Source: an optimization exercise on an open RTL-to-GDS flow (aim: small area and a short achievable clock period). Production flows keep margins and buffers that such runs may drop.
No functional check of the RTL was part of this run.
The clock port is modelled as an ideal driver; clocking choices that lean on that would not hold on a real chip.

### design/flow/design.v
module rrc_filter #(
	parameter WIDTH = 9
)(
	input logic clk,
	input logic rst,
	input logic signed [WIDTH-1:0] filter_in,
	output logic signed [WIDTH-1:0] filter_out
);
  logic [8:0] sr0, sr1, sr2, sr3, sr4, sr5, sr6, sr7, sr8, sr9, sr10, sr11, sr12, sr13, sr14, sr15, sr16, sr17, sr18, sr19, sr20, sr21, sr22, sr23, sr24, sr25, sr26, sr27;
  always_ff @(posedge clk or posedge rst) begin
    if (rst) begin
      sr0 <= 9'h000;
      sr1 <= 9'h000;
      sr2 <= 9'h000;
      sr3 <= 9'h000;
      sr4 <= 9'h000;
      sr5 <= 9'h000;
      sr6 <= 9'h000;
      sr7 <= 9'h000;
      sr8 <= 9'h000;
      sr9 <= 9'h000;
      sr10 <= 9'h000;
      sr11 <= 9'h000;
      sr12 <= 9'h000;
      sr13 <= 9'h000;
      sr14 <= 9'h000;
      sr15 <= 9'h000;
      sr16 <= 9'h000;
      sr17 <= 9'h000;
      sr18 <= 9'h000;
      sr19 <= 9'h000;
      sr20 <= 9'h000;
      sr21 <= 9'h000;
      sr22 <= 9'h000;
      sr23 <= 9'h000;
      sr24 <= 9'h000;
      sr25 <= 9'h000;
      sr26 <= 9'h000;
      sr27 <= 9'h000;
    end else begin
      sr0 <= filter_in;
      sr1 <= sr0;
      sr2 <= sr1;
      sr3 <= sr2;
      sr4 <= sr3;
      sr5 <= sr4;
      sr6 <= sr5;
      sr7 <= sr6;
      sr8 <= sr7;
      sr9 <= sr8;
      sr10 <= sr9;
      sr11 <= sr10;
      sr12 <= sr11;
      sr13 <= sr12;
      sr14 <= sr13;
      sr15 <= sr14;
      sr16 <= sr15;
      sr17 <= sr16;
      sr18 <= sr17;
      sr19 <= sr18;
      sr20 <= sr19;
      sr21 <= sr20;
      sr22 <= sr21;
      sr23 <= sr22;
      sr24 <= sr23;
      sr25 <= sr24;
      sr26 <= sr25;
      sr27 <= sr26;
    end
  end
  logic [9:0] t0;
  always_ff @(posedge clk or posedge rst) begin
    if (rst) t0 <= 10'd904;
    else t0 <= 10'd904 - {{1{filter_in[8]}}, filter_in};
  end
  logic [9:0] pv0;
  always_ff @(posedge clk or posedge rst) begin
    if (rst) pv0 <= 10'd0;
    else pv0 <= {sr11[8], sr11} + {sr13[8], sr13};
  end
  logic [28:0] cs3;
  logic [35:0] cs2;
  logic [34:0] cs1;
  wire n1 = ~sr26[0];
  wire s2, c3;
  rrc_fa u3 (.a(sr24[0]), .b(sr27[0]), .ci(n1), .s(s2), .co(c3));
  wire s4, c5;
  rrc_fa u5 (.a(sr16[0]), .b(sr18[0]), .ci(sr20[0]), .s(s4), .co(c5));
  wire s6, c7;
  rrc_fa u7 (.a(sr21[0]), .b(sr24[1]), .ci(sr27[1]), .s(s6), .co(c7));
  wire n8 = ~c3;
  wire s9, c10;
  rrc_fa u10 (.a(sr23[0]), .b(sr26[1]), .ci(n8), .s(s9), .co(c10));
  wire n11 = ~s6;
  wire s12, c13;
  rrc_fa u13 (.a(s4), .b(n11), .ci(s9), .s(s12), .co(c13));
  wire s14, c15;
  rrc_fa u15 (.a(sr15[0]), .b(sr16[1]), .ci(sr18[1]), .s(s14), .co(c15));
  wire s16, c17;
  rrc_fa u17 (.a(sr20[1]), .b(sr23[1]), .ci(sr26[2]), .s(s16), .co(c17));
  wire s18, c19;
  rrc_fa u19 (.a(sr21[1]), .b(sr24[2]), .ci(sr27[2]), .s(s18), .co(c19));
  wire n20 = ~c7;
  wire s21, c22;
  rrc_fa u22 (.a(c5), .b(n20), .ci(s14), .s(s21), .co(c22));
  wire n23 = ~s18;
  wire s24, c25;
  rrc_fa u25 (.a(s16), .b(n23), .ci(c10), .s(s24), .co(c25));
  wire s26, c27;
  rrc_fa u27 (.a(s21), .b(c13), .ci(s24), .s(s26), .co(c27));
  wire s28, c29;
  rrc_fa u29 (.a(sr15[1]), .b(sr16[0]), .ci(sr16[2]), .s(s28), .co(c29));
  wire s30, c31;
  rrc_fa u31 (.a(sr17[0]), .b(sr18[2]), .ci(sr20[2]), .s(s30), .co(c31));
  wire s32, c33;
  rrc_fa u33 (.a(sr18[0]), .b(sr21[2]), .ci(sr24[3]), .s(s32), .co(c33));
  wire n34 = ~sr27[3];
  wire s35, c36;
  rrc_fa u36 (.a(sr23[2]), .b(sr26[3]), .ci(n34), .s(s35), .co(c36));
  wire n37 = ~c19;
  wire s38, c39;
  rrc_fa u39 (.a(c15), .b(c17), .ci(n37), .s(s38), .co(c39));
  wire s40, c41;
  rrc_fa u41 (.a(s28), .b(s30), .ci(s35), .s(s40), .co(c41));
  wire n42 = ~s32;
  wire s43, c44;
  rrc_fa u44 (.a(n42), .b(c22), .ci(s38), .s(s43), .co(c44));
  wire s45, c46;
  rrc_fa u46 (.a(s40), .b(c25), .ci(s43), .s(s45), .co(c46));
  wire s47, c48;
  rrc_fa u48 (.a(sr15[2]), .b(sr16[1]), .ci(sr16[3]), .s(s47), .co(c48));
  wire s49, c50;
  rrc_fa u50 (.a(sr17[1]), .b(sr18[3]), .ci(sr20[3]), .s(s49), .co(c50));
  wire s51, c52;
  rrc_fa u52 (.a(sr18[1]), .b(sr21[3]), .ci(sr24[4]), .s(s51), .co(c52));
  wire n53 = ~sr27[4];
  wire s54, c55;
  rrc_fa u55 (.a(sr23[3]), .b(sr26[4]), .ci(n53), .s(s54), .co(c55));
  wire s56, c57;
  rrc_fa u57 (.a(c29), .b(c31), .ci(c36), .s(s56), .co(c57));
  wire s58, c59;
  rrc_fa u59 (.a(s47), .b(s49), .ci(s54), .s(s58), .co(c59));
  wire n60 = ~c39;
  wire s61, c62;
  rrc_fa u62 (.a(c33), .b(s51), .ci(n60), .s(s61), .co(c62));
  wire s63, c64;
  rrc_fa u64 (.a(c41), .b(s56), .ci(s58), .s(s63), .co(c64));
  wire n65 = ~s61;
  wire s66, c67;
  rrc_fa u67 (.a(c44), .b(n65), .ci(s63), .s(s66), .co(c67));
  wire s68, c69;
  rrc_fa u69 (.a(sr15[3]), .b(sr16[2]), .ci(sr16[4]), .s(s68), .co(c69));
  wire s70, c71;
  rrc_fa u71 (.a(sr17[2]), .b(sr18[4]), .ci(sr20[4]), .s(s70), .co(c71));
  wire s72, c73;
  rrc_fa u73 (.a(sr15[0]), .b(sr18[2]), .ci(sr21[4]), .s(s72), .co(c73));
  wire n74 = ~sr24[5];
  wire s75, c76;
  rrc_fa u76 (.a(sr23[4]), .b(sr26[5]), .ci(n74), .s(s75), .co(c76));
  wire s77, c78;
  rrc_fa u78 (.a(c48), .b(c50), .ci(c55), .s(s77), .co(c78));
  wire s79, c80;
  rrc_fa u80 (.a(sr27[5]), .b(c52), .ci(s72), .s(s79), .co(c80));
  wire s81, c82;
  rrc_fa u82 (.a(s68), .b(s70), .ci(s75), .s(s81), .co(c82));
  wire s83, c84;
  rrc_fa u84 (.a(c57), .b(c59), .ci(s77), .s(s83), .co(c84));
  wire n85 = ~s81;
  wire s86, c87;
  rrc_fa u87 (.a(s79), .b(n85), .ci(c62), .s(s86), .co(c87));
  wire n88 = ~s86;
  wire s89, c90;
  rrc_fa u90 (.a(c64), .b(s83), .ci(n88), .s(s89), .co(c90));
  wire s91, c92;
  rrc_fa u92 (.a(sr15[4]), .b(sr16[3]), .ci(sr16[5]), .s(s91), .co(c92));
  wire s93, c94;
  rrc_fa u94 (.a(sr17[3]), .b(sr18[5]), .ci(sr20[5]), .s(s93), .co(c94));
  wire s95, c96;
  rrc_fa u96 (.a(sr15[1]), .b(sr18[3]), .ci(sr21[5]), .s(s95), .co(c96));
  wire n97 = ~sr24[6];
  wire s98, c99;
  rrc_fa u99 (.a(sr23[5]), .b(sr26[6]), .ci(n97), .s(s98), .co(c99));
  wire s100, c101;
  rrc_fa u101 (.a(c69), .b(c71), .ci(c76), .s(s100), .co(c101));
  wire s102, c103;
  rrc_fa u103 (.a(sr27[6]), .b(c73), .ci(s95), .s(s102), .co(c103));
  wire s104, c105;
  rrc_fa u105 (.a(s91), .b(s93), .ci(s98), .s(s104), .co(c105));
  wire s106, c107;
  rrc_fa u107 (.a(c78), .b(c82), .ci(s100), .s(s106), .co(c107));
  wire n108 = ~s104;
  wire s109, c110;
  rrc_fa u110 (.a(c80), .b(s102), .ci(n108), .s(s109), .co(c110));
  wire n111 = ~s109;
  wire s112, c113;
  rrc_fa u113 (.a(c84), .b(s106), .ci(n111), .s(s112), .co(c113));
  wire s114, c115;
  rrc_fa u115 (.a(sr15[5]), .b(sr16[4]), .ci(sr16[6]), .s(s114), .co(c115));
  wire s116, c117;
  rrc_fa u117 (.a(sr17[4]), .b(sr18[6]), .ci(sr20[6]), .s(s116), .co(c117));
  wire s118, c119;
  rrc_fa u119 (.a(sr15[2]), .b(sr18[4]), .ci(sr21[6]), .s(s118), .co(c119));
  wire n120 = ~sr24[7];
  wire s121, c122;
  rrc_fa u122 (.a(sr23[6]), .b(sr26[7]), .ci(n120), .s(s121), .co(c122));
  wire s123, c124;
  rrc_fa u124 (.a(c92), .b(c94), .ci(c99), .s(s123), .co(c124));
  wire s125, c126;
  rrc_fa u126 (.a(sr27[7]), .b(c96), .ci(s118), .s(s125), .co(c126));
  wire s127, c128;
  rrc_fa u128 (.a(s114), .b(s116), .ci(s121), .s(s127), .co(c128));
  wire s129, c130;
  rrc_fa u130 (.a(c101), .b(c105), .ci(s123), .s(s129), .co(c130));
  wire n131 = ~s127;
  wire s132, c133;
  rrc_fa u133 (.a(c103), .b(s125), .ci(n131), .s(s132), .co(c133));
  wire n134 = ~c110;
  wire s135, c136;
  rrc_fa u136 (.a(c107), .b(s129), .ci(n134), .s(s135), .co(c136));
  wire s137, c138;
  rrc_fa u138 (.a(sr15[6]), .b(sr16[5]), .ci(sr16[7]), .s(s137), .co(c138));
  wire s139, c140;
  rrc_fa u140 (.a(sr17[5]), .b(sr18[7]), .ci(sr20[7]), .s(s139), .co(c140));
  wire s141, c142;
  rrc_fa u142 (.a(sr23[7]), .b(sr24[8]), .ci(sr27[8]), .s(s141), .co(c142));
  wire s143, c144;
  rrc_fa u144 (.a(sr15[3]), .b(sr18[5]), .ci(sr21[7]), .s(s143), .co(c144));
  wire s145, c146;
  rrc_fa u146 (.a(c115), .b(c117), .ci(c122), .s(s145), .co(c146));
  wire s147, c148;
  rrc_fa u148 (.a(sr26[8]), .b(c119), .ci(s143), .s(s147), .co(c148));
  wire s149, c150;
  rrc_fa u150 (.a(s137), .b(s139), .ci(s141), .s(s149), .co(c150));
  wire s151, c152;
  rrc_fa u152 (.a(c124), .b(c128), .ci(s145), .s(s151), .co(c152));
  wire n153 = ~s149;
  wire s154, c155;
  rrc_fa u155 (.a(c126), .b(s147), .ci(n153), .s(s154), .co(c155));
  wire n156 = ~c133;
  wire s157, c158;
  rrc_fa u158 (.a(c130), .b(s151), .ci(n156), .s(s157), .co(c158));
  wire s159, c160;
  rrc_fa u160 (.a(sr15[7]), .b(sr16[6]), .ci(sr17[6]), .s(s159), .co(c160));
  wire s161, c162;
  rrc_fa u162 (.a(sr15[4]), .b(sr16[8]), .ci(sr18[6]), .s(s161), .co(c162));
  wire s163, c164;
  rrc_fa u164 (.a(sr18[8]), .b(sr20[8]), .ci(sr23[8]), .s(s163), .co(c164));
  wire s165, c166;
  rrc_fa u166 (.a(sr21[8]), .b(c138), .ci(c140), .s(s165), .co(c166));
  wire n167 = ~c144;
  wire s168, c169;
  rrc_fa u169 (.a(c142), .b(n167), .ci(s159), .s(s168), .co(c169));
  wire n170 = ~c146;
  wire s171, c172;
  rrc_fa u172 (.a(s161), .b(s163), .ci(n170), .s(s171), .co(c172));
  wire n173 = ~c148;
  wire s174, c175;
  rrc_fa u175 (.a(c150), .b(s165), .ci(n173), .s(s174), .co(c175));
  wire n176 = ~s171;
  wire s177, c178;
  rrc_fa u178 (.a(s168), .b(c152), .ci(n176), .s(s177), .co(c178));
  wire n179 = ~c155;
  wire s180, c181;
  rrc_fa u181 (.a(s174), .b(n179), .ci(c158), .s(s180), .co(c181));
  wire s182, c183;
  rrc_fa u183 (.a(sr15[5]), .b(sr15[8]), .ci(sr18[7]), .s(s182), .co(c183));
  wire s184, c185;
  rrc_fa u185 (.a(sr16[7]), .b(sr17[7]), .ci(c160), .s(s184), .co(c185));
  wire s186, c187;
  rrc_fa u187 (.a(c162), .b(c164), .ci(s182), .s(s186), .co(c187));
  wire s188, c189;
  rrc_fa u189 (.a(c166), .b(c169), .ci(s184), .s(s188), .co(c189));
  wire n190 = ~c175;
  wire s191, c192;
  rrc_fa u192 (.a(s186), .b(c172), .ci(n190), .s(s191), .co(c192));
  wire n193 = ~s191;
  wire s194, c195;
  rrc_fa u195 (.a(s188), .b(c178), .ci(n193), .s(s194), .co(c195));
  wire s196, c197;
  rrc_fa u197 (.a(sr15[6]), .b(sr16[8]), .ci(sr17[8]), .s(s196), .co(c197));
  wire n198 = ~sr18[8];
  wire s199, c200;
  rrc_fa u200 (.a(n198), .b(c183), .ci(s196), .s(s199), .co(c200));
  wire n201 = ~c185;
  wire s202, c203;
  rrc_fa u203 (.a(n201), .b(c187), .ci(s199), .s(s202), .co(c203));
  wire n204 = ~c189;
  wire s205, c206;
  rrc_fa u206 (.a(n204), .b(s202), .ci(c192), .s(s205), .co(c206));
  wire s207, c208;
  rrc_fa u208 (.a(sr15[7]), .b(c197), .ci(c200), .s(s207), .co(c208));
  wire s209, c210;
  rrc_fa u210 (.a(cs3[1]), .b(sr11[0]), .ci(sr15[0]), .s(s209), .co(c210));
  wire s211, c212;
  rrc_fa u212 (.a(sr11[1]), .b(sr13[0]), .ci(sr15[1]), .s(s211), .co(c212));
  wire n213 = ~pv0[2];
  wire s214, c215;
  rrc_fa u215 (.a(n213), .b(cs3[2]), .ci(c210), .s(s214), .co(c215));
  wire s216, c217;
  rrc_fa u217 (.a(sr8[0]), .b(sr11[2]), .ci(sr13[1]), .s(s216), .co(c217));
  wire n218 = ~pv0[3];
  wire s219, c220;
  rrc_fa u220 (.a(sr15[2]), .b(n218), .ci(cs3[3]), .s(s219), .co(c220));
  wire s221, c222;
  rrc_fa u222 (.a(cs3[4]), .b(c212), .ci(s216), .s(s221), .co(c222));
  wire s223, c224;
  rrc_fa u224 (.a(s219), .b(c215), .ci(s221), .s(s223), .co(c224));
  wire s225, c226;
  rrc_fa u226 (.a(cs3[5]), .b(cs3[6]), .ci(sr8[1]), .s(s225), .co(c226));
  wire s227, c228;
  rrc_fa u228 (.a(sr11[3]), .b(sr13[2]), .ci(sr15[3]), .s(s227), .co(c228));
  wire s229, c230;
  rrc_fa u230 (.a(sr11[0]), .b(sr15[0]), .ci(pv0[0]), .s(s229), .co(c230));
  wire n231 = ~pv0[4];
  wire s232, c233;
  rrc_fa u233 (.a(n231), .b(c217), .ci(s225), .s(s232), .co(c233));
  wire n234 = ~s229;
  wire s235, c236;
  rrc_fa u236 (.a(s227), .b(c220), .ci(n234), .s(s235), .co(c236));
  wire s237, c238;
  rrc_fa u238 (.a(c222), .b(s232), .ci(s235), .s(s237), .co(c238));
  wire s239, c240;
  rrc_fa u240 (.a(sr8[2]), .b(sr11[4]), .ci(sr13[3]), .s(s239), .co(c240));
  wire s241, c242;
  rrc_fa u242 (.a(sr11[1]), .b(sr15[1]), .ci(pv0[1]), .s(s241), .co(c242));
  wire n243 = ~pv0[5];
  wire s244, c245;
  rrc_fa u245 (.a(sr15[4]), .b(n243), .ci(cs3[7]), .s(s244), .co(c245));
  wire s246, c247;
  rrc_fa u247 (.a(cs3[8]), .b(c226), .ci(c228), .s(s246), .co(c247));
  wire n248 = ~s239;
  wire s249, c250;
  rrc_fa u250 (.a(c230), .b(s241), .ci(n248), .s(s249), .co(c250));
  wire s251, c252;
  rrc_fa u252 (.a(s244), .b(c233), .ci(s246), .s(s251), .co(c252));
  wire n253 = ~s249;
  wire s254, c255;
  rrc_fa u255 (.a(c236), .b(n253), .ci(s251), .s(s254), .co(c255));
  wire s256, c257;
  rrc_fa u257 (.a(cs3[11]), .b(sr8[3]), .ci(sr11[5]), .s(s256), .co(c257));
  wire s258, c259;
  rrc_fa u259 (.a(sr13[0]), .b(sr13[4]), .ci(sr15[5]), .s(s258), .co(c259));
  wire s260, c261;
  rrc_fa u261 (.a(cs3[9]), .b(sr11[2]), .ci(sr15[2]), .s(s260), .co(c261));
  wire n262 = ~cs3[10];
  wire s263, c264;
  rrc_fa u264 (.a(pv0[2]), .b(pv0[6]), .ci(n262), .s(s263), .co(c264));
  wire n265 = ~c242;
  wire s266, c267;
  rrc_fa u267 (.a(c240), .b(n265), .ci(s256), .s(s266), .co(c267));
  wire n268 = ~s260;
  wire s269, c270;
  rrc_fa u270 (.a(s258), .b(c245), .ci(n268), .s(s269), .co(c270));
  wire n271 = ~c247;
  wire s272, c273;
  rrc_fa u273 (.a(s263), .b(n271), .ci(c250), .s(s272), .co(c273));
  wire s274, c275;
  rrc_fa u275 (.a(s266), .b(s269), .ci(c252), .s(s274), .co(c275));
  wire n276 = ~s272;
  wire s277, c278;
  rrc_fa u278 (.a(n276), .b(c255), .ci(s274), .s(s277), .co(c278));
  wire s279, c280;
  rrc_fa u280 (.a(cs3[13]), .b(sr8[4]), .ci(sr11[6]), .s(s279), .co(c280));
  wire s281, c282;
  rrc_fa u282 (.a(sr13[0]), .b(sr13[1]), .ci(sr13[5]), .s(s281), .co(c282));
  wire s283, c284;
  rrc_fa u284 (.a(cs3[12]), .b(sr11[3]), .ci(sr15[3]), .s(s283), .co(c284));
  wire n285 = ~pv0[3];
  wire s286, c287;
  rrc_fa u287 (.a(sr15[6]), .b(pv0[0]), .ci(n285), .s(s286), .co(c287));
  wire n288 = ~pv0[7];
  wire s289, c290;
  rrc_fa u290 (.a(n288), .b(cs3[14]), .ci(c257), .s(s289), .co(c290));
  wire n291 = ~c261;
  wire s292, c293;
  rrc_fa u293 (.a(c259), .b(n291), .ci(s279), .s(s292), .co(c293));
  wire n294 = ~s283;
  wire s295, c296;
  rrc_fa u296 (.a(s281), .b(s286), .ci(n294), .s(s295), .co(c296));
  wire n297 = ~c264;
  wire s298, c299;
  rrc_fa u299 (.a(n297), .b(c267), .ci(s289), .s(s298), .co(c299));
  wire s300, c301;
  rrc_fa u301 (.a(c270), .b(s292), .ci(s295), .s(s300), .co(c301));
  wire n302 = ~c273;
  wire s303, c304;
  rrc_fa u304 (.a(n302), .b(s298), .ci(s300), .s(s303), .co(c304));
  wire s305, c306;
  rrc_fa u306 (.a(cs3[16]), .b(sr8[5]), .ci(sr11[7]), .s(s305), .co(c306));
  wire s307, c308;
  rrc_fa u308 (.a(sr13[1]), .b(sr13[2]), .ci(sr13[6]), .s(s307), .co(c308));
  wire s309, c310;
  rrc_fa u310 (.a(sr11[4]), .b(sr15[4]), .ci(pv0[4]), .s(s309), .co(c310));
  wire n311 = ~pv0[8];
  wire s312, c313;
  rrc_fa u313 (.a(sr15[7]), .b(pv0[1]), .ci(n311), .s(s312), .co(c313));
  wire n314 = ~cs3[15];
  wire s315, c316;
  rrc_fa u316 (.a(cs3[17]), .b(n314), .ci(c280), .s(s315), .co(c316));
  wire n317 = ~c284;
  wire s318, c319;
  rrc_fa u319 (.a(c282), .b(c287), .ci(n317), .s(s318), .co(c319));
  wire s320, c321;
  rrc_fa u321 (.a(s305), .b(s307), .ci(s312), .s(s320), .co(c321));
  wire n322 = ~s309;
  wire s323, c324;
  rrc_fa u324 (.a(n322), .b(c290), .ci(c293), .s(s323), .co(c324));
  wire s325, c326;
  rrc_fa u326 (.a(s315), .b(c296), .ci(s318), .s(s325), .co(c326));
  wire s327, c328;
  rrc_fa u328 (.a(s320), .b(c299), .ci(s323), .s(s327), .co(c328));
  wire s329, c330;
  rrc_fa u330 (.a(c301), .b(s325), .ci(s327), .s(s329), .co(c330));
  wire s331, c332;
  rrc_fa u332 (.a(cs3[19]), .b(sr8[6]), .ci(sr13[2]), .s(s331), .co(c332));
  wire s333, c334;
  rrc_fa u334 (.a(sr13[3]), .b(sr13[7]), .ci(pv0[2]), .s(s333), .co(c334));
  wire s335, c336;
  rrc_fa u336 (.a(sr11[5]), .b(sr11[8]), .ci(sr15[5]), .s(s335), .co(c336));
  wire n337 = ~pv0[9];
  wire s338, c339;
  rrc_fa u339 (.a(sr15[8]), .b(pv0[5]), .ci(n337), .s(s338), .co(c339));
  wire s340, c341;
  rrc_fa u341 (.a(cs3[18]), .b(c306), .ci(c308), .s(s340), .co(c341));
  wire n342 = ~c310;
  wire s343, c344;
  rrc_fa u344 (.a(c313), .b(n342), .ci(s331), .s(s343), .co(c344));
  wire n345 = ~s333;
  wire s346, c347;
  rrc_fa u347 (.a(s335), .b(s338), .ci(n345), .s(s346), .co(c347));
  wire s348, c349;
  rrc_fa u349 (.a(c316), .b(c319), .ci(c321), .s(s348), .co(c349));
  wire n350 = ~s346;
  wire s351, c352;
  rrc_fa u352 (.a(s340), .b(s343), .ci(n350), .s(s351), .co(c352));
  wire s353, c354;
  rrc_fa u354 (.a(c324), .b(c326), .ci(s348), .s(s353), .co(c354));
  wire s355, c356;
  rrc_fa u356 (.a(s351), .b(c328), .ci(s353), .s(s355), .co(c356));
  wire s357, c358;
  rrc_fa u358 (.a(cs3[21]), .b(sr8[7]), .ci(sr13[3]), .s(s357), .co(c358));
  wire s359, c360;
  rrc_fa u360 (.a(sr11[6]), .b(sr13[8]), .ci(sr15[6]), .s(s359), .co(c360));
  wire n361 = ~pv0[6];
  wire s362, c363;
  rrc_fa u363 (.a(sr13[4]), .b(pv0[3]), .ci(n361), .s(s362), .co(c363));
  wire s364, c365;
  rrc_fa u365 (.a(cs3[20]), .b(c332), .ci(c334), .s(s364), .co(c365));
  wire s366, c367;
  rrc_fa u367 (.a(c336), .b(c339), .ci(s359), .s(s366), .co(c367));
  wire s368, c369;
  rrc_fa u369 (.a(s357), .b(s362), .ci(c341), .s(s368), .co(c369));
  wire n370 = ~c347;
  wire s371, c372;
  rrc_fa u372 (.a(c344), .b(s364), .ci(n370), .s(s371), .co(c372));
  wire n373 = ~s366;
  wire s374, c375;
  rrc_fa u375 (.a(n373), .b(c349), .ci(s368), .s(s374), .co(c375));
  wire s376, c377;
  rrc_fa u377 (.a(c352), .b(s371), .ci(c354), .s(s376), .co(c377));
  wire s378, c379;
  rrc_fa u379 (.a(cs3[22]), .b(sr13[4]), .ci(sr13[5]), .s(s378), .co(c379));
  wire s380, c381;
  rrc_fa u381 (.a(sr8[8]), .b(sr11[7]), .ci(sr15[7]), .s(s380), .co(c381));
  wire n382 = ~pv0[4];
  wire s383, c384;
  rrc_fa u384 (.a(pv0[7]), .b(n382), .ci(cs3[23]), .s(s383), .co(c384));
  wire n385 = ~c360;
  wire s386, c387;
  rrc_fa u387 (.a(c358), .b(c363), .ci(n385), .s(s386), .co(c387));
  wire n388 = ~s378;
  wire s389, c390;
  rrc_fa u390 (.a(s380), .b(n388), .ci(s383), .s(s389), .co(c390));
  wire n391 = ~c367;
  wire s392, c393;
  rrc_fa u393 (.a(c365), .b(n391), .ci(s386), .s(s392), .co(c393));
  wire n394 = ~s389;
  wire s395, c396;
  rrc_fa u396 (.a(c369), .b(n394), .ci(c372), .s(s395), .co(c396));
  wire s397, c398;
  rrc_fa u398 (.a(s392), .b(c375), .ci(s395), .s(s397), .co(c398));
  wire s399, c400;
  rrc_fa u400 (.a(sr11[8]), .b(sr13[5]), .ci(sr13[6]), .s(s399), .co(c400));
  wire s401, c402;
  rrc_fa u402 (.a(cs3[25]), .b(cs3[26]), .ci(pv0[8]), .s(s401), .co(c402));
  wire n403 = ~cs3[24];
  wire s404, c405;
  rrc_fa u405 (.a(sr15[8]), .b(pv0[5]), .ci(n403), .s(s404), .co(c405));
  wire n406 = ~c381;
  wire s407, c408;
  rrc_fa u408 (.a(c379), .b(n406), .ci(s399), .s(s407), .co(c408));
  wire n409 = ~s404;
  wire s410, c411;
  rrc_fa u411 (.a(s401), .b(c384), .ci(n409), .s(s410), .co(c411));
  wire n412 = ~c390;
  wire s413, c414;
  rrc_fa u414 (.a(c387), .b(s407), .ci(n412), .s(s413), .co(c414));
  wire n415 = ~s410;
  wire s416, c417;
  rrc_fa u417 (.a(n415), .b(c393), .ci(s413), .s(s416), .co(c417));
  wire s418, c419;
  rrc_fa u419 (.a(cs3[27]), .b(sr13[6]), .ci(sr13[7]), .s(s418), .co(c419));
  wire n420 = ~cs3[28];
  wire s421, c422;
  rrc_fa u422 (.a(pv0[6]), .b(pv0[9]), .ci(n420), .s(s421), .co(c422));
  wire n423 = ~c402;
  wire s424, c425;
  rrc_fa u425 (.a(c400), .b(n423), .ci(s418), .s(s424), .co(c425));
  wire s426, c427;
  rrc_fa u427 (.a(s421), .b(c405), .ci(c408), .s(s426), .co(c427));
  wire n428 = ~c411;
  wire s429, c430;
  rrc_fa u430 (.a(s424), .b(n428), .ci(s426), .s(s429), .co(c430));
  wire n431 = ~sr13[8];
  wire s432, c433;
  rrc_fa u433 (.a(sr13[7]), .b(pv0[7]), .ci(n431), .s(s432), .co(c433));
  wire s434, c435;
  rrc_fa u435 (.a(c419), .b(c422), .ci(s432), .s(s434), .co(c435));
  wire s436, c437;
  rrc_fa u437 (.a(c425), .b(s434), .ci(c427), .s(s436), .co(c437));
  wire n438 = ~sr13[8];
  wire s439, c440;
  rrc_fa u440 (.a(pv0[8]), .b(n438), .ci(c433), .s(s439), .co(c440));
  wire s441, c442;
  rrc_fa u442 (.a(c435), .b(s439), .ci(c437), .s(s441), .co(c442));
  wire s443, c444;
  rrc_fa u444 (.a(cs2[0]), .b(cs2[1]), .ci(sr2[0]), .s(s443), .co(c444));
  wire s445, c446;
  rrc_fa u446 (.a(cs2[3]), .b(sr0[1]), .ci(sr3[0]), .s(s445), .co(c446));
  wire s447, c448;
  rrc_fa u448 (.a(sr6[0]), .b(sr8[0]), .ci(sr10[0]), .s(s447), .co(c448));
  wire s449, c450;
  rrc_fa u450 (.a(cs2[2]), .b(sr2[1]), .ci(sr5[0]), .s(s449), .co(c450));
  wire n451 = ~c444;
  wire s452, c453;
  rrc_fa u453 (.a(n451), .b(s445), .ci(s447), .s(s452), .co(c453));
  wire s454, c455;
  rrc_fa u455 (.a(cs2[4]), .b(sr0[2]), .ci(sr3[1]), .s(s454), .co(c455));
  wire s456, c457;
  rrc_fa u457 (.a(sr6[1]), .b(sr8[1]), .ci(sr10[1]), .s(s456), .co(c457));
  wire n458 = ~sr11[0];
  wire s459, c460;
  rrc_fa u460 (.a(sr2[2]), .b(sr5[1]), .ci(n458), .s(s459), .co(c460));
  wire s461, c462;
  rrc_fa u462 (.a(cs2[5]), .b(c446), .ci(c448), .s(s461), .co(c462));
  wire n463 = ~c450;
  wire s464, c465;
  rrc_fa u465 (.a(n463), .b(s454), .ci(s456), .s(s464), .co(c465));
  wire n466 = ~s459;
  wire s467, c468;
  rrc_fa u468 (.a(n466), .b(c453), .ci(s461), .s(s467), .co(c468));
  wire s469, c470;
  rrc_fa u470 (.a(sr0[3]), .b(sr3[2]), .ci(sr6[2]), .s(s469), .co(c470));
  wire s471, c472;
  rrc_fa u472 (.a(sr8[2]), .b(sr10[0]), .ci(sr10[2]), .s(s471), .co(c472));
  wire s473, c474;
  rrc_fa u474 (.a(sr2[3]), .b(sr5[2]), .ci(sr8[0]), .s(s473), .co(c474));
  wire s475, c476;
  rrc_fa u476 (.a(sr11[1]), .b(cs2[6]), .ci(c455), .s(s475), .co(c476));
  wire n477 = ~c460;
  wire s478, c479;
  rrc_fa u479 (.a(c457), .b(n477), .ci(s469), .s(s478), .co(c479));
  wire n480 = ~s473;
  wire s481, c482;
  rrc_fa u482 (.a(s471), .b(n480), .ci(c462), .s(s481), .co(c482));
  wire s483, c484;
  rrc_fa u484 (.a(s475), .b(c465), .ci(s478), .s(s483), .co(c484));
  wire s485, c486;
  rrc_fa u486 (.a(s481), .b(c468), .ci(s483), .s(s485), .co(c486));
  wire s487, c488;
  rrc_fa u488 (.a(cs2[7]), .b(cs2[8]), .ci(sr0[4]), .s(s487), .co(c488));
  wire s489, c490;
  rrc_fa u490 (.a(sr3[3]), .b(sr6[3]), .ci(sr8[3]), .s(s489), .co(c490));
  wire s491, c492;
  rrc_fa u492 (.a(sr10[1]), .b(sr10[3]), .ci(sr11[2]), .s(s491), .co(c492));
  wire s493, c494;
  rrc_fa u494 (.a(sr2[4]), .b(sr5[3]), .ci(sr8[1]), .s(s493), .co(c494));
  wire n495 = ~c474;
  wire s496, c497;
  rrc_fa u497 (.a(c470), .b(c472), .ci(n495), .s(s496), .co(c497));
  wire s498, c499;
  rrc_fa u499 (.a(s487), .b(s489), .ci(s491), .s(s498), .co(c499));
  wire n500 = ~s493;
  wire s501, c502;
  rrc_fa u502 (.a(n500), .b(c476), .ci(c479), .s(s501), .co(c502));
  wire s503, c504;
  rrc_fa u504 (.a(s496), .b(s498), .ci(c482), .s(s503), .co(c504));
  wire s505, c506;
  rrc_fa u506 (.a(c484), .b(s501), .ci(s503), .s(s505), .co(c506));
  wire s507, c508;
  rrc_fa u508 (.a(sr0[5]), .b(sr3[4]), .ci(sr6[4]), .s(s507), .co(c508));
  wire s509, c510;
  rrc_fa u510 (.a(sr8[4]), .b(sr10[2]), .ci(sr10[4]), .s(s509), .co(c510));
  wire s511, c512;
  rrc_fa u512 (.a(sr2[5]), .b(sr5[4]), .ci(sr8[2]), .s(s511), .co(c512));
  wire n513 = ~sr11[0];
  wire s514, c515;
  rrc_fa u515 (.a(sr11[3]), .b(n513), .ci(cs2[9]), .s(s514), .co(c515));
  wire s516, c517;
  rrc_fa u517 (.a(cs2[10]), .b(c488), .ci(c490), .s(s516), .co(c517));
  wire n518 = ~c494;
  wire s519, c520;
  rrc_fa u520 (.a(c492), .b(n518), .ci(s507), .s(s519), .co(c520));
  wire n521 = ~s511;
  wire s522, c523;
  rrc_fa u523 (.a(s509), .b(n521), .ci(s514), .s(s522), .co(c523));
  wire s524, c525;
  rrc_fa u525 (.a(c497), .b(c499), .ci(s516), .s(s524), .co(c525));
  wire s526, c527;
  rrc_fa u527 (.a(s519), .b(s522), .ci(c502), .s(s526), .co(c527));
  wire s528, c529;
  rrc_fa u529 (.a(s524), .b(c504), .ci(s526), .s(s528), .co(c529));
  wire s530, c531;
  rrc_fa u531 (.a(sr0[6]), .b(sr3[5]), .ci(sr6[5]), .s(s530), .co(c531));
  wire s532, c533;
  rrc_fa u533 (.a(sr8[5]), .b(sr10[3]), .ci(sr10[5]), .s(s532), .co(c533));
  wire s534, c535;
  rrc_fa u535 (.a(sr2[6]), .b(sr5[5]), .ci(sr8[3]), .s(s534), .co(c535));
  wire n536 = ~sr11[1];
  wire s537, c538;
  rrc_fa u538 (.a(sr11[4]), .b(n536), .ci(cs2[11]), .s(s537), .co(c538));
  wire n539 = ~c512;
  wire s540, c541;
  rrc_fa u541 (.a(c508), .b(c510), .ci(n539), .s(s540), .co(c541));
  wire s542, c543;
  rrc_fa u543 (.a(s530), .b(s532), .ci(c515), .s(s542), .co(c543));
  wire n544 = ~s534;
  wire s545, c546;
  rrc_fa u546 (.a(n544), .b(s537), .ci(c517), .s(s545), .co(c546));
  wire s547, c548;
  rrc_fa u548 (.a(c520), .b(s540), .ci(c523), .s(s547), .co(c548));
  wire s549, c550;
  rrc_fa u550 (.a(s542), .b(s545), .ci(c525), .s(s549), .co(c550));
  wire s551, c552;
  rrc_fa u552 (.a(s547), .b(c527), .ci(s549), .s(s551), .co(c552));
  wire s553, c554;
  rrc_fa u554 (.a(cs2[14]), .b(sr0[7]), .ci(sr3[6]), .s(s553), .co(c554));
  wire s555, c556;
  rrc_fa u556 (.a(sr6[6]), .b(sr8[6]), .ci(sr10[4]), .s(s555), .co(c556));
  wire s557, c558;
  rrc_fa u558 (.a(sr2[7]), .b(sr5[6]), .ci(sr8[4]), .s(s557), .co(c558));
  wire n559 = ~sr11[2];
  wire s560, c561;
  rrc_fa u561 (.a(sr10[6]), .b(sr11[5]), .ci(n559), .s(s560), .co(c561));
  wire s562, c563;
  rrc_fa u563 (.a(cs2[12]), .b(cs2[13]), .ci(c531), .s(s562), .co(c563));
  wire n564 = ~c535;
  wire s565, c566;
  rrc_fa u566 (.a(c533), .b(n564), .ci(s553), .s(s565), .co(c566));
  wire s567, c568;
  rrc_fa u568 (.a(s555), .b(c538), .ci(s560), .s(s567), .co(c568));
  wire n569 = ~s557;
  wire s570, c571;
  rrc_fa u571 (.a(n569), .b(c541), .ci(s562), .s(s570), .co(c571));
  wire s572, c573;
  rrc_fa u573 (.a(c543), .b(s565), .ci(s567), .s(s572), .co(c573));
  wire s574, c575;
  rrc_fa u575 (.a(c546), .b(s570), .ci(c548), .s(s574), .co(c575));
  wire s576, c577;
  rrc_fa u577 (.a(s572), .b(c550), .ci(s574), .s(s576), .co(c577));
  wire s578, c579;
  rrc_fa u579 (.a(cs2[15]), .b(cs2[16]), .ci(sr2[8]), .s(s578), .co(c579));
  wire s580, c581;
  rrc_fa u581 (.a(sr3[7]), .b(sr6[7]), .ci(sr8[7]), .s(s580), .co(c581));
  wire s582, c583;
  rrc_fa u583 (.a(sr10[5]), .b(sr10[7]), .ci(sr11[6]), .s(s582), .co(c583));
  wire s584, c585;
  rrc_fa u585 (.a(sr0[8]), .b(sr5[7]), .ci(sr8[5]), .s(s584), .co(c585));
  wire s586, c587;
  rrc_fa u587 (.a(c554), .b(c556), .ci(c561), .s(s586), .co(c587));
  wire s588, c589;
  rrc_fa u589 (.a(sr11[3]), .b(c558), .ci(s584), .s(s588), .co(c589));
  wire s590, c591;
  rrc_fa u591 (.a(s578), .b(s580), .ci(s582), .s(s590), .co(c591));
  wire s592, c593;
  rrc_fa u593 (.a(c563), .b(c566), .ci(s586), .s(s592), .co(c593));
  wire n594 = ~s588;
  wire s595, c596;
  rrc_fa u596 (.a(c568), .b(s590), .ci(n594), .s(s595), .co(c596));
  wire s597, c598;
  rrc_fa u598 (.a(c571), .b(s592), .ci(c573), .s(s597), .co(c598));
  wire s599, c600;
  rrc_fa u600 (.a(s595), .b(c575), .ci(s597), .s(s599), .co(c600));
  wire s601, c602;
  rrc_fa u602 (.a(cs2[18]), .b(sr5[8]), .ci(sr10[6]), .s(s601), .co(c602));
  wire s603, c604;
  rrc_fa u604 (.a(sr3[8]), .b(sr6[8]), .ci(sr8[6]), .s(s603), .co(c604));
  wire s605, c606;
  rrc_fa u606 (.a(sr8[8]), .b(sr10[8]), .ci(sr11[4]), .s(s605), .co(c606));
  wire s607, c608;
  rrc_fa u608 (.a(sr11[7]), .b(cs2[17]), .ci(c579), .s(s607), .co(c608));
  wire n609 = ~c585;
  wire s610, c611;
  rrc_fa u611 (.a(c581), .b(c583), .ci(n609), .s(s610), .co(c611));
  wire n612 = ~s601;
  wire s613, c614;
  rrc_fa u614 (.a(s603), .b(s605), .ci(n612), .s(s613), .co(c614));
  wire s615, c616;
  rrc_fa u616 (.a(c587), .b(s607), .ci(c591), .s(s615), .co(c616));
  wire n617 = ~s610;
  wire s618, c619;
  rrc_fa u619 (.a(c589), .b(n617), .ci(s613), .s(s618), .co(c619));
  wire s620, c621;
  rrc_fa u621 (.a(c593), .b(s615), .ci(c596), .s(s620), .co(c621));
  wire n622 = ~s618;
  wire s623, c624;
  rrc_fa u624 (.a(n622), .b(c598), .ci(s620), .s(s623), .co(c624));
  wire s625, c626;
  rrc_fa u626 (.a(sr8[7]), .b(sr11[5]), .ci(sr11[8]), .s(s625), .co(c626));
  wire s627, c628;
  rrc_fa u628 (.a(cs2[19]), .b(sr10[7]), .ci(cs2[20]), .s(s627), .co(c628));
  wire n629 = ~c604;
  wire s630, c631;
  rrc_fa u631 (.a(cs2[21]), .b(c602), .ci(n629), .s(s630), .co(c631));
  wire n632 = ~s627;
  wire s633, c634;
  rrc_fa u634 (.a(c606), .b(s625), .ci(n632), .s(s633), .co(c634));
  wire s635, c636;
  rrc_fa u636 (.a(c608), .b(c611), .ci(s630), .s(s635), .co(c636));
  wire n637 = ~c616;
  wire s638, c639;
  rrc_fa u639 (.a(c614), .b(s633), .ci(n637), .s(s638), .co(c639));
  wire n640 = ~c619;
  wire s641, c642;
  rrc_fa u642 (.a(s635), .b(n640), .ci(c621), .s(s641), .co(c642));
  wire s643, c644;
  rrc_fa u644 (.a(cs2[22]), .b(cs2[23]), .ci(sr8[8]), .s(s643), .co(c644));
  wire s645, c646;
  rrc_fa u646 (.a(sr10[8]), .b(sr11[6]), .ci(c626), .s(s645), .co(c646));
  wire s647, c648;
  rrc_fa u648 (.a(s643), .b(c628), .ci(c631), .s(s647), .co(c648));
  wire n649 = ~c636;
  wire s650, c651;
  rrc_fa u651 (.a(s645), .b(c634), .ci(n649), .s(s650), .co(c651));
  wire n652 = ~s647;
  wire s653, c654;
  rrc_fa u654 (.a(n652), .b(c639), .ci(s650), .s(s653), .co(c654));
  wire n655 = ~sr11[7];
  wire s656, c657;
  rrc_fa u657 (.a(cs2[24]), .b(n655), .ci(cs2[25]), .s(s656), .co(c657));
  wire s658, c659;
  rrc_fa u659 (.a(cs2[26]), .b(c644), .ci(s656), .s(s658), .co(c659));
  wire n660 = ~c646;
  wire s661, c662;
  rrc_fa u662 (.a(n660), .b(s658), .ci(c648), .s(s661), .co(c662));
  wire s663, c664;
  rrc_fa u664 (.a(cs2[27]), .b(sr11[8]), .ci(cs2[28]), .s(s663), .co(c664));
  wire s665, c666;
  rrc_fa u666 (.a(cs2[29]), .b(c657), .ci(s663), .s(s665), .co(c666));
  wire s667, c668;
  rrc_fa u668 (.a(c659), .b(s665), .ci(c662), .s(s667), .co(c668));
  wire s669, c670;
  rrc_fa u670 (.a(cs2[30]), .b(cs2[31]), .ci(c664), .s(s669), .co(c670));
  wire n671 = ~cs2[33];
  wire s672, c673;
  rrc_fa u673 (.a(cs2[34]), .b(cs2[35]), .ci(n671), .s(s672), .co(c673));
  wire n674 = ~cs1[1];
  wire n675 = ~cs1[2];
  wire n676 = ~t0[9];
  wire n677 = ~cs1[19];
  wire n678 = ~cs1[23];
  wire n679 = ~cs1[25];
  wire n680 = ~cs1[26];
  wire n681 = ~cs1[20];
  wire n682 = ~cs1[28];
  wire s683, c684;
  rrc_ha u684 (.a(cs1[0]), .b(t0[0]), .s(s683), .co(c684));
  wire s685, c686;
  rrc_fa u686 (.a(t0[1]), .b(n675), .ci(cs1[3]), .s(s685), .co(c686));
  wire s687, c688;
  rrc_fa u688 (.a(cs1[5]), .b(t0[2]), .ci(cs1[4]), .s(s687), .co(c688));
  wire s689, c690;
  rrc_ha u690 (.a(cs1[6]), .b(t0[3]), .s(s689), .co(c690));
  wire s691, c692;
  rrc_fa u692 (.a(cs1[8]), .b(t0[4]), .ci(cs1[7]), .s(s691), .co(c692));
  wire s693, c694;
  rrc_fa u694 (.a(t0[5]), .b(cs1[9]), .ci(cs1[10]), .s(s693), .co(c694));
  wire s695, c696;
  rrc_fa u696 (.a(cs1[11]), .b(cs1[12]), .ci(t0[6]), .s(s695), .co(c696));
  wire s697, c698;
  rrc_fa u698 (.a(cs1[13]), .b(cs1[14]), .ci(t0[7]), .s(s697), .co(c698));
  wire s699, c700;
  rrc_fa u700 (.a(cs1[15]), .b(cs1[16]), .ci(t0[8]), .s(s699), .co(c700));
  wire s701, c702;
  rrc_fa u702 (.a(cs1[18]), .b(cs1[17]), .ci(n676), .s(s701), .co(c702));
  wire s703, c704;
  rrc_fa u704 (.a(cs1[21]), .b(n677), .ci(n681), .s(s703), .co(c704));
  wire s705, c706;
  rrc_fa u706 (.a(cs1[20]), .b(cs1[22]), .ci(n678), .s(s705), .co(c706));
  wire s707, c708;
  rrc_fa u708 (.a(cs1[24]), .b(n679), .ci(n680), .s(s707), .co(c708));
  wire n709 = ~cs1[27];
  wire s710, c711;
  rrc_fa u711 (.a(cs1[29]), .b(cs1[30]), .ci(n682), .s(s710), .co(c711));
  wire s712, c713;
  rrc_fa u713 (.a(cs1[31]), .b(cs1[32]), .ci(cs1[28]), .s(s712), .co(c713));
  wire n714 = ~cs1[33];
  always_ff @(posedge clk or posedge rst) begin
    if (rst) cs3 <= 29'b00001100101101100010110011101;
    else cs3 <= {c208, sr15[8], c206, s207, c203, s205, c195, s194, c181, s180, s177, s157, c136, s154, s135, c113, s132, c90, s112, c87, s89, c67, s66, c46, s45, c27, s26, s12, s2};
  end
  always_ff @(posedge clk or posedge rst) begin
    if (rst) cs2 <= 36'b000111101000111001111100000110000001;
    else cs2 <= {c442, c440, pv0[9], s441, s436, c430, c417, s429, c414, c398, s416, c396, s397, c377, s376, c356, s374, s355, c330, s329, c304, c278, s303, c275, s277, s254, c238, s237, c224, s223, s214, s211, s209, pv0[1], pv0[0], cs3[0]};
  end
  always_ff @(posedge clk or posedge rst) begin
    if (rst) cs1 <= 35'b01110011101010001111000101010011010;
    else cs1 <= {c673, s672, c670, cs2[32], c668, s669, c666, s667, c654, c651, s661, s653, c642, s641, c624, s638, s623, c600, s599, c577, s576, c552, s551, c529, s528, c506, s505, c486, s485, s467, s464, s452, s449, s443, sr0[0]};
  end
  wire [18:0] fa_ = {1'b1, cs1[34], n714, s712, s710, n709, s707, s705, s703, s701, s699, s697, s695, s693, s691, s689, s687, s685, n674};
  wire [18:0] fb_ = {1'b0, cs1[33], c713, c711, cs1[27], c708, c706, c704, c702, c700, c698, c696, c694, c692, c690, c688, c686, c684, s683};
  wire c8_;
  wire [8:0] y0_, y1_;
  rrc_carry8 u_c8 (.a(fa_[7:0]), .b(fb_[7:0]), .co(c8_));
  rrc_hsat u_h0 (.a(fa_[18:8]), .b(fb_[18:8]), .ci(1'b0), .y(y0_));
  rrc_hsat u_h1 (.a(fa_[18:8]), .b(fb_[18:8]), .ci(1'b1), .y(y1_));
  wire [8:0] y_ = c8_ ? y1_ : y0_;
  always_ff @(posedge clk or posedge rst) begin
    if (rst) filter_out <= 9'd0;
    else filter_out <= y_;
  end
endmodule
module rrc_fa (input logic a, input logic b, input logic ci, output logic s, output logic co);
  assign s = a ^ b ^ ci;
  assign co = (a & b) | (a & ci) | (b & ci);
endmodule
module rrc_carry8 (input logic [7:0] a, input logic [7:0] b, output logic co);
  wire [8:0] t = {1'b0, a} + {1'b0, b};
  assign co = t[8];
endmodule
module rrc_hsat (input logic [10:0] a, input logic [10:0] b, input logic ci, output logic [8:0] y);
  wire [11:0] t2 = {a, ci} + {b, ci};
  wire [10:0] t = t2[11:1];
  wire ovf = (t[10] != t[8]) || (t[9] != t[8]);
  assign y = ovf ? (t[10] ? 9'h100 : 9'h0ff) : t[8:0];
endmodule
module rrc_fa1 (input logic a, input logic b, output logic s, output logic co);
  assign s = ~(a ^ b);
  assign co = a | b;
endmodule
module rrc_ha (input logic a, input logic b, output logic s, output logic co);
  assign s = a ^ b;
  assign co = a & b;
endmodule
### design/flow/flow/run.sh
#!/bin/bash
# Own layout flow: the standard ORFS flow (standard.sh, unchanged synthesis), with
#  - timing repair aimed below the design's period (SETUP_SLACK_MARGIN; the SDC is unchanged),
#  - port buffers of a normal buffer cell rather than the smallest one,
#  - after CTS, the clock port drives the tree's branch buffers directly, split in two (flow/flatten_clock_root.tcl).
# Each step's full log is kept by ORFS under orfs/logs/; make's own output goes to flow.log.
set -uo pipefail
here=$(pwd)
bash standard.sh SETUP_SLACK_MARGIN=7.45 "BUFFER_PORTS_ARGS=-buffer_cell sky130_fd_sc_hd__buf_2" \
  "POST_CTS_TCL=$here/flow/flatten_clock_root.tcl" finish > flow.log 2>&1
### design/flow/flow/flatten_clock_root.tcl
# POST_CTS hook. CTS builds root buffer -> branch buffers -> leaf buffers -> registers.
# 1. Drop the root buffer: the clock port then feeds the branch buffers directly.
set block [ord::get_db_block]
set clknet [$block findNet clk]

proc loads_of {net} {
  set l {}
  foreach it [$net getITerms] { if {[$it isInputSignal]} { lappend l $it } }
  return $l
}
proc out_net {inst} {
  foreach it [$inst getITerms] { if {[$it isOutputSignal]} { return [$it getNet] } }
  return ""
}

set roots [loads_of $clknet]
puts "clock hook: clock port feeds [llength $roots] cell(s)"
if {[llength $roots] == 1} {
  set root [[lindex $roots 0] getInst]
  set out [out_net $root]
  set loads [loads_of $out]
  if {[llength $loads] <= 4 && [llength $loads] > 0} {
    foreach it $loads {
      set pname "[[$it getInst] getName]/[[$it getMTerm] getName]"
      disconnect_pin [$out getName] $pname
      connect_pin clk $pname
    }
    set rname [$root getName]
    set oname [$out getName]
    delete_instance $rname
    delete_net $oname
    puts "clock hook: removed root $rname"
  }
}

set branches [loads_of $clknet]
set nsplit [expr {4 / max(1, [llength $branches])}]
if {[llength $branches] <= 2} {
  set k 0
  foreach bit $branches {
    set b [$bit getInst]
    set bnet [out_net $b]
    set leaves [loads_of $bnet]
    if {[llength $leaves] < 4} continue
    # split the leaves in two halves along the wider spread of their positions
    set pts {}
    foreach it $leaves {
      set li [$it getInst]
      set loc [$li getLocation]
      lappend pts [list $it [lindex $loc 0] [lindex $loc 1]]
    }
    set xs [lmap p $pts {lindex $p 1}]
    set ys [lmap p $pts {lindex $p 2}]
    set dx [expr {[tcl::mathfunc::max {*}$xs] - [tcl::mathfunc::min {*}$xs]}]
    set dy [expr {[tcl::mathfunc::max {*}$ys] - [tcl::mathfunc::min {*}$ys]}]
    set idx [expr {$dx >= $dy ? 1 : 2}]
    set pts [lsort -integer -index $idx $pts]
    set half [expr {[llength $pts] / 2}]
    set moved [lrange $pts $half end]
    set master [[$b getMaster] getName]
    set nname "clkhook_split_${k}"
    set netname "clkhook_net_${k}"
    incr k
    set newnet [odb::dbNet_create $block $netname]
    $newnet setSigType CLOCK
    set inst [odb::dbInst_create $block [[ord::get_db] findMaster $master] $nname]
    set sx 0; set sy 0
    foreach p $moved { set sx [expr {$sx + [lindex $p 1]}]; set sy [expr {$sy + [lindex $p 2]}] }
    set n [llength $moved]
    $inst setLocation [expr {$sx / $n}] [expr {$sy / $n}]
    $inst setPlacementStatus PLACED
    [$inst findITerm A] connect $clknet
    [$inst findITerm X] connect $newnet
    foreach p $moved {
      set it [lindex $p 0]
      $it disconnect
      $it connect $newnet
    }
    # move the original branch buffer to the centroid of the leaves it keeps
    set sx 0; set sy 0
    set kept [lrange $pts 0 [expr {$half - 1}]]
    foreach p $kept { set sx [expr {$sx + [lindex $p 1]}]; set sy [expr {$sy + [lindex $p 2]}] }
    set n [llength $kept]
    $b setLocation [expr {$sx / $n}] [expr {$sy / $n}]
    puts "clock hook: split [$b getName] ([llength $leaves] leaves) into two"
  }
  detailed_placement
  check_placement -verbose
}
estimate_parasitics -placement
report_clock_latency
### design/flow/standard.sh
#!/bin/bash
# synth_recipe.tcl (not shown) runs the flow's synth.tcl, then flattens the netlist and writes it again
# the make line also repeats each setting of config.mk as NAME=value (left out here)
make -C /OpenROAD-flow-scripts/flow DESIGN_CONFIG=/design/flow/config.mk WORK_HOME=/design/flow/orfs CLKGATE_MAP_FILE= SYNTH_SCRIPT=/design/flow/synth_recipe.tcl "${@:-finish}"
### design/flow/config.mk
export PLATFORM = sky130hd
export DESIGN_NAME = rrc_filter
export DESIGN_NICKNAME = rrc_filter
export VERILOG_FILES = /design/flow/design.v
export SDC_FILE = /design/flow/constraint.sdc
export NUM_CORES = 4
export LEC_CHECK = 0
export ABC_CLOCK_PERIOD_IN_PS = 800
export CAP_MARGIN = 20
export CORE_MARGIN = 2
export CORE_UTILIZATION = 70
export CTS_BUF_LIST = sky130_fd_sc_hd__clkbuf_16
export CTS_CLUSTER_DIAMETER = 80
export CTS_CLUSTER_SIZE = 30
export PLACE_DENSITY = 0.75
export SLEW_MARGIN = 20
export SYNTH_HIERARCHICAL = 1
### design/flow/constraint.sdc
create_clock -name core_clock -period 10.5 [get_ports {clk}]
set_input_delay 2.1000 -clock core_clock [delete_from_list [all_inputs] [get_ports {clk}]]
set_output_delay 2.1000 -clock core_clock [all_outputs]
set_load 0.01 [all_outputs]
==> results.txt <==
flip-flops by register name, indices dropped and copies added (netlist names), 10 cells and up:
signal	count
cs1	34
pv0	10
cs3	29
cs2	36
per-module statistics from Yosys (local to each module, per instance):
| module | cells | cell area (sq um) | flip-flops and latches |
|---|---|---|---|
| rrc_filter | 566 | 10600 | 378 |
| rrc_hsat | 79 | 606 | 0 |
| rrc_carry8 | 16 | 141 | 0 |
| rrc_fa | 1 | 20.0 | 0 |
| rrc_ha | 1 | 12.5 | 0 |
worst paths after layout:
path,depth (start not counted),end,start,slack [ns]
hold reg to reg,0,sr2[8],sr1[8],0.34
setup / recovery,11,filter_out[7],cs1[16],7.04
setup reg to reg,11,filter_out[7],cs1[16],7.04
max in group asynchronous,3,sr13[0],rst,7.70
min in group asynchronous,2,sr14[4],rst,1.85
hold / removal,0,sr2[8],sr1[8],0.34
metrics by stage:
step                      setup WS (ns)  instance area [sq um]  util [%]
after floorplan                    3.36                  18000         -
after global placement             6.81                  18500      73.7
after detailed placement           6.75                  18500      73.7
after global routing               6.95                  19600      78.0
final                              7.04                  19600      78.0
layer usage:
metal	wire (microns)	GRT usage, %	vias to the layer above
li1	-	-	3387
met1	13300	37.4	4370
met2	15300	40.1	107
met3	984	2.70	38
met4	563	6.06	0
met5	0	0	-
area by class of cell, without the clock buffers:
| cell class | instances | area [sq um] |
|---|---|---|
| plain buffers | 2 | 50.0 |
| clock inverters | 13 | 110 |
| fillers | 1402 | 5510 |
| inverters | 128 | 484 |
| multi-input cells | 535 | 8180 |
| flip-flops and latches | 378 | 9550 |
| well taps | 330 | 413 |
| repair buffers | 48 | 398 |
| repair inverters | 1 | 5.00 |
synth_stat cells (3+ instances only):
master / n / area (sq um)
a21o_1: 10 / 75.1
a21oi_1: 26 / 130
a21oi_2: 4 / 35.0
clkbuf_1: 3 / 11.3
dfrtp_1: 326 / 8160
dfstp_2: 52 / 1370
fa_1: 299 / 5990
ha_1: 39 / 488
inv_1: 128 / 480
mux2_2: 9 / 101
nand2_1: 11 / 41.3
nand3_1: 5 / 25.0
nor2_1: 15 / 56.3
o211ai_1: 3 / 22.5
o21a_1: 5 / 37.5
o21ai_0: 9 / 45.0
o21ai_1: 9 / 45.0
o21bai_1: 3 / 22.5
o31a_1: 5 / 43.8
or4b_1: 4 / 40.0
xnor2_1: 22 / 193
xor2_1: 9 / 78.8
cell families after synthesis:
group | share of synthesized area, %
simple gates | 1.51
compound gates | 4.02
buf+inv | 2.75
fa+ha+maj | 36.3
xor+xnor | 1.52
flops | 53.3
other cells | 0.0421
mux | 0.568
==> results.txt <==
PortBufs=19; #FFs+latches synth=378; largest net degree at the start of global routing=181; core area=25,100 sq um; CP Buf/Inv Count=1; Hold Fails Final Rpt=0; Worst Setup Start Kind=register; CP dominant cell by count=fa_2; pins over their slew limit=0; grt ovf=0; ys flop type=dfrtp_1; Die W=164 microns; detailed-route via count=7,902; routed wire length=30.1 mm; Worst EP required=10.75 ns; commonest non-fill, non-tap cell in the layout=dfrtp_1; CP Capture Type=register; Routed WL per cell=20.8 microns; layout cells sized above 1=19.3%; Yosys cell types=48; Row Count=58; Least-Margin Pin Slew=0.789 ns; most frequent cells in the layout=dfrtp_1 (303), fa_1 (287), inv_1 (133); Tmin final=3.46 ns; clock insertion delay at the later pin of the skew report=0.34 ns; Final Cycle Share=32.9%; WHS=0.339 ns; worst clock skew=0.0370 ns; CP peak stage delay=0.55 ns; Critical Path AT=3.71 ns; CP top delay family=compound AO/OA/AOI/OAI gates; Starting Density=71.1%; TritonCTS clock tree=done; total global-route track usage=24.7%; MaxCap Viol Count=0; post-synthesis async set-or-reset flop share=100%; Post-synth EDFFs=0; first-pass GRT wire length=48.6 mm; die height=164 microns; Placed Cells=1,393; Avg Inst Size Synth=17.2 sq um; setup_tns=0 ns; YS warnings=7; # nets final=1,459; CP Cell Sequence=fa_2 > fa_2 > a211oi_4 > o21bai_1 > a311o_1 > or4b_4 > o311ai_2 > a21oi_2 > buf_6 > a21oi_1 > mux2_2; router iterations before antenna repair=4; endpoints failing setup=0; synthesized area=17,900 sq um; post-DR vias/cell=5.45; RD Place Congestion=0.841; CTS clock-pin slew for the worst setup and hold paths=0.11 ns; Peak Freq=289 MHz; post-route ant nets=0; IO Count=20; # diodes=0; number of global-route vias before repair=9,044; RSZ-0062 raised after global routing=yes; Non-Filler Instances=1,451; drt drc=0; Iter 0 DRT Violations=436; sequential share of the synthesized area=53.3%; Slowest-stage cell, CP=dfstp_2; Cells after Synth=1,038; CP Class=register to register; Slew HR=47.1%; status=complete, no violations; Area Growth Syn to Fin=9.74%; critical path peak fanout=8; initial antenna violation count=1; clock sink total=378; hold crit path type=register to register; Post-DP HPWL=22.2 mm; die area=26,800 sq um

==> port drivers added, routing unchanged <==
The results above use ideal ports. As a check the final layout listed here was re-extracted and re-timed, cells and wires unchanged. Step 1, drivers: a clkbuf_16 drives clk and a buf_2 each remaining input, both assumed. Step 2, shift: input delay + t, output delay - t, t = (earliest + latest rising clock arrival at the registers) / 2. This alone moves slack from input paths to output paths. Three values: ideal ports, drivers, drivers and shift; two values: the first two.
t, ns: 0.423
setup WS [ns]: 7.041 / 7.041 / 7.041
worst slew at a driven data input, ns: 0.03
After both steps this run still meets setup and hold. The setup slack of this run moves by 0.000 ns with the drivers and by 0.000 ns with both steps.
